Background: an optimization exercise with open tools, aiming at small area, a short achievable clock period and few clock cycles per item. Do not read the settings as production practice. At most, simulation tests tie the RTL to the original design; equivalence was not proved. Power and IR drop assume default switching activity.

## alpha
==> flow/design.v (excerpt) <==
module lz77_decomp_stream (
    input  logic        clk,
    input  logic        rst_n,
    input  logic [19:0] s_axis_tdata,
    input  logic        s_axis_tvalid,
    output logic        s_axis_tready,
    input  logic        s_axis_tlast,
    output logic [7:0]  m_axis_tdata,
    output logic        m_axis_tvalid,
    input  logic        m_axis_tready,
    output logic        m_axis_tlast
);
    logic [20:0] h_d;
    logic        h_v;
    logic        in_rdy;
    assign s_axis_tready = in_rdy;
    logic acc, pop_tok;
    assign acc = s_axis_tvalid && in_rdy;
    logic        h_v_nx;
    logic [3:0]  h_len_nx;
    logic        out_room_nx, f1_nx;
    logic [3:0]  k_nx;
    assign h_v_nx   = acc || (h_v && !pop_tok);
    assign h_len_nx = acc ? s_axis_tdata[11:8] : h_d[11:8];
    always_ff @(posedge clk) begin
        if (!rst_n) begin
            h_v    <= 1'b0;
            in_rdy <= 1'b1;
        end else begin
            h_v    <= h_v_nx;
            in_rdy <= !h_v_nx || (f1_nx && (k_nx == h_len_nx));
        end
    end
    always_ff @(posedge clk) begin
        if (acc) h_d <= {s_axis_tlast, s_axis_tdata};
    end
    logic       out_room, out_push, out_last;
    logic [7:0] out_byte;
    lz77_decomp_core u_core (
        .clk       (clk),
        .rst_n     (rst_n),
        .tok_valid (h_v),
        .tok_dist  (h_d[19:12]),
        .tok_len   (h_d[11:8]),
        .tok_lit   (h_d[7:0]),
        .tok_last  (h_d[20]),
        .tok_pop   (pop_tok),
        .out_room  (out_room),
        .out_room_nx (out_room_nx),
        .f1_nx     (f1_nx),
        .k_nx      (k_nx),
        .out_push  (out_push),
        .out_byte  (out_byte),
  ...
Settings: LEC_CHECK=0, CAP_MARGIN=20, CORE_MARGIN=2, CORE_UTILIZATION=40, CTS_CLUSTER_DIAMETER=100, CTS_CLUSTER_SIZE=26, SETUP_SLACK_MARGIN=4.2, SLEW_MARGIN=20; clock period 7.0 ns.
run.sh (not shown) runs the stock make flow with config.mk's settings and CLKGATE_MAP_FILE= SYNTH_SCRIPT=/design/flow/synth_recipe.tcl, a recipe that flattens the netlist after the stock synthesis.
Testbench counts of alpha, summed over its fixed seeds: cycles 77,530, bytes 77,498.
Edits applied to the flow inputs when going from alpha to beta:
- SETUP_SLACK_MARGIN now 4.5, was 4.2
- CORE_UTILIZATION now 48, was 40
## What came out
On power density over cell area: between beta and alpha, it ends up higher for alpha.
On final critical-path required period: between beta and alpha, it ends up lower for beta.
For power, alpha and beta come out practically identical.
--- input diff beta..gamma ---
- SETUP_SLACK_MARGIN: 4.5 -> 4.6
- CORE_UTILIZATION: 48 -> 40
Results
- STATUS total power: gamma loses against beta
- Compared with beta, gamma shows a lower global routing met3 resource utilization.
- Of gamma and beta, gamma shows the higher relative area change from synthesis to final layout, with beta below it.
- Delta (gamma minus beta): combinational power share went up by 0.3 points, non-clock buffer count grew by about 13%, via count climbed 1.7%.
Edits applied to the flow inputs when going from gamma to delta:
- changing SETUP_SLACK_MARGIN from 4.6 to 4.4
## What came out
No stage failed in delta, and the final checks on the layout all came back clean. Taking gamma as the reference, in delta utilization after layout decreased 1.0 points, share of the clock period used by the worst path decreased 0.32 points, share of the final layout cell area in sequential cells increased 1.6 points. In the reports for gamma and delta, the larger detailed route wirelength on metal2 belongs to gamma.

* * *

Another version of the RTL of lz77_decomp_stream (not shown whole).
Size: roughly 4100 cells after synthesis, about 36 I/O pins, roughly 0.080 mm2 of cells after synthesis.
clock: 7.0 ns
lec_check: 0
cap_margin: 20
core_margin: 2
core_utilization: 40
cts_buf_list: sky130_fd_sc_hd__clkbuf_4
setup_slack_margin: 4.0
slew_margin: 20
The first run produced a clean layout.
Edit:
Settings changed: CTS_BUF_LIST sky130_fd_sc_hd__clkbuf_4 to default.
Result: Power climbs by 1.6%; cell area stays flat; setup slack gains 0.33 ns; count of clock-buffer cells in the layout drops by 543; first-iteration DRC count climbs by 2.6%; routed wire length drops by 2.4%; final cell count drops by 7.0%; via count drops by 4.8%; sequential power hardly moves.
No run of this note included a check of the RTL's function; only the layout flow was run.

* * *

Setup of main:
lz77_decomp_stream, a different RTL version from the one above (not shown whole).
For scale: ~4,200 cells after synthesis, roughly 2,200 flip-flops, ~36 I/O pins, about 59,000 um2 of cells after synthesis.
clock: 7.0 ns
lec_check: 0
cap_margin: 20
core_margin: 2
core_utilization: 40
cts_cluster_diameter: 100
cts_cluster_size: 30
setup_slack_margin: 4.4
slew_margin: 20
> inputs changed (main -> the feature branch)
--- a/flow/config.mk
+++ b/flow/config.mk
@@ -10,5 +10,5 @@
 export CORE_UTILIZATION = 40
 export CTS_CLUSTER_DIAMETER = 100
-export CTS_CLUSTER_SIZE = 30
+export CTS_CLUSTER_SIZE = 26
 export SETUP_SLACK_MARGIN = 4.4
 export SLEW_MARGIN = 20
==> comparison <==
- Summary of the feature branch over main: number of global-route vias before repair shows an increase of 218; worst supply voltage drop on vdd shows no meaningful change; power shows an increase of 1.2%.
- [the feature branch] internal power rose 1.2% relative to main
- There was hardly any difference in total wirelength of the detailed-routed design between the feature branch and main.
- The feature branch ends up with higher count of clock-buffer cells in the layout than main does.
- The minimum clock period after layout of the feature branch falls short of that of main by 0.0061 ns.
- Between main and the feature branch, the difference in adder and majority cell fraction of the synthesized area is negligible.
No functional check of the RTL was part of any run of this note.

* * *

== v6 ==
lz77_decomp_stream, a different RTL version from the one above (not shown whole).
Size in the first run: ~2,200 flip-flops.
## lz77_decomp_stream
module lz77_decomp_stream (
    input  logic        clk,
    input  logic        rst_n,
    input  logic [19:0] s_axis_tdata,
    input  logic        s_axis_tvalid,
    output logic        s_axis_tready,
    input  logic        s_axis_tlast,
    output logic [7:0]  m_axis_tdata,
    output logic        m_axis_tvalid,
    input  logic        m_axis_tready,
    output logic        m_axis_tlast
);
Settings: LEC_CHECK=0, CAP_MARGIN=20, CORE_MARGIN=2, CORE_UTILIZATION=40, CTS_CLUSTER_DIAMETER=100, CTS_CLUSTER_SIZE=24, SETUP_SLACK_MARGIN=4.6, SLEW_MARGIN=20; clock period 7.0 ns.
#### Input delta (v7 over v6)
Settings: changing CTS_CLUSTER_SIZE from 24 to 30; setting ABC_AREA to 1 for the first time; changing SETUP_SLACK_MARGIN from 4.6 to 4.4.
[summary]
v7 against v6: cell depth of the worst flop-to-flop path grew by 2, proportion of cell area occupied by registers shrank by 4.4 points, share of cell area taken by muxes after synthesis shrank by 1.8 points, global-route usage grew by 0.32 points.
Function was not checked in any run of this note: the RTL went through the layout flow alone.

* * *

Another version of the RTL of lz77_decomp_stream (not shown whole).
Size: about 36 I/O pins.
Settings: LEC_CHECK=0, CAP_MARGIN=20, CORE_MARGIN=2, CORE_UTILIZATION=40, CTS_CLUSTER_DIAMETER=80, CTS_CLUSTER_SIZE=20, SETUP_SLACK_MARGIN=4.5, SLEW_MARGIN=20; clock period 7.0 ns.
Testbench counts at the start, summed over its fixed seeds: cycles 77,530, bytes 77,498.
==> next run, changes <==
Settings changed: CTS_CLUSTER_DIAMETER 80 to 100, CTS_CLUSTER_SIZE 20 to 26.
What happened: First-iteration DRC count goes up by a few percent. Via count went down slightly. Setup slack is better by 32 ps.
==> next run, changes <==
Settings changed: SETUP_SLACK_MARGIN 4.5 to 4.6.
Effect: Non-clock buffer count climbs by 40; routed wire length climbs by about 3.3%; via count climbs by about 1.4%; power climbs by about 0.34%; global-route usage climbs by 0.26 points; setup slack loses 4.4 ps.
==> next run, changes <==
Settings changed: CAP_MARGIN 20 to 5, SETUP_SLACK_MARGIN 4.6 to 4.5, SLEW_MARGIN 20 to 5.
Effect: Via count fell by about 1.4%. Utilization fell by 0.57 points. Design area came out lower by about 1.3%. Cell count drops by about 0.7%. Fmax barely changes.

* * *

Another version of the RTL of lz77_decomp_stream (not shown whole).
For scale: about 36 I/O pins.
export LEC_CHECK = 0
export CAP_MARGIN = 20
export CORE_MARGIN = 2
export CORE_UTILIZATION = 40
export CTS_CLUSTER_DIAMETER = 100
export CTS_CLUSTER_SIZE = 30
export SETUP_SLACK_MARGIN = 4.4
export SLEW_MARGIN = 20
create_clock -name core_clock -period 7.0 [get_ports {clk}]
Testbench counts at the start, summed over its fixed seeds: cycles 77,530, bytes 77,498.
Next try:
CTS_CLUSTER_SIZE = 24   (was 30)
Result: The changed run finished with timing, DRC and antenna clean. Count of clock-buffer cells in the layout increases by 21. Wire length stays flat. Via count stays flat. Fmax barely changes. Design area went up by 0.58%. Register-to-register slack degrades by 0.03 ns. Power grows by 2.3%. Sequential power is about the same. Final cell count stays flat. Core utilization rises by 0.25 points. Critical path depth stays the same.
Next try:
CORE_UTILIZATION = 55   (was 40)
CTS_CLUSTER_SIZE = 30   (was 24)
Sequential power hardly moves; area after synthesis does not change; worst hold slack barely changes; global-route usage goes up by 8.1 points; worst setup slack is worse by 0.078 ns; routed wire length goes down by about 1.7%.
Next try:
CORE_UTILIZATION = 40   (was 55)
CTS_CLUSTER_DIAMETER = unset   (was 100)
CTS_CLUSTER_SIZE = unset   (was 30)
After rerunning: The changed run ran to the end with no violations. Clock-buffer cell count rose by 178. Synthesized area does not change. Final cell count rose by about 15%. Die area rose by 37%. Core utilization fell by 13 points.

## what the ideal ports hide
How much do the figures lean on ideal ports? The routed layouts below were timed once more, with nothing changed but the port constraints.
Step 1 sets driving cells, clkbuf_16 on the clock port and buf_2 on the other inputs (assumed; they add their load-dependent delay and slew).
Step 2 also shifts input and output timing later by t, the mid clock arrival at the registers, as if the neighbouring blocks saw the same clock.
Three values: ideal ports, drivers, drivers and shift; two values: the first two.
| run | t, ns | slack for setup (ns) | cell pins on the clock port's net |
|---|---|---|---|
| alpha | 0.805 | 4.008 / 4.008 / 3.730 | 1 |
| beta | 0.807 | 4.324 / 4.244 / 3.876 | 1 |
| gamma | 0.822 | 4.327 / 4.248 / 4.017 | 1 |
| delta | 0.786 | 4.349 / 4.271 / 3.819 | 1 |
| the first run of note 2 | 1.401 | 3.703 / 3.620 / 3.780 | 1 |
| the second run of note 2 | 0.918 | 4.033 / 3.945 / 3.768 | 1 |
| main | 0.782 | 4.299 / 4.220 / 3.731 | 1 |
| the feature branch | 0.800 | 4.306 / 4.224 / 3.728 | 1 |
| v6 | 0.804 | 4.339 / 4.253 / 4.085 | 1 |
| v7 | 0.810 | 4.173 / 4.094 / 4.220 | 1 |
| the first run of note 5 | 0.832 | 4.390 / 4.312 / 3.801 | 1 |
| the second run of note 5 | 0.790 | 4.422 / 4.344 / 3.888 | 1 |
| the third run of note 5 | 0.782 | 4.418 / 4.344 / 3.948 | 1 |
| the fourth run of note 5 | 0.790 | 4.422 / 4.344 / 3.888 | 1 |
| the first run of note 6 | 0.805 | 4.309 / 4.234 / 3.944 | 1 |
| the second run of note 6 | 0.816 | 4.313 / 4.237 / 3.911 | 1 |
| the third run of note 6 | 0.793 | 4.235 / 4.155 / 3.926 | 1 |
| the fourth run of note 6 | 0.894 | 4.242 / 4.166 / 3.945 | 1 |
After both steps setup and hold are still met in every run listed. For the first run of note 5, which loses most, drivers alone change the setup slack by -0.078 ns; drivers and shift together by -0.589 ns.
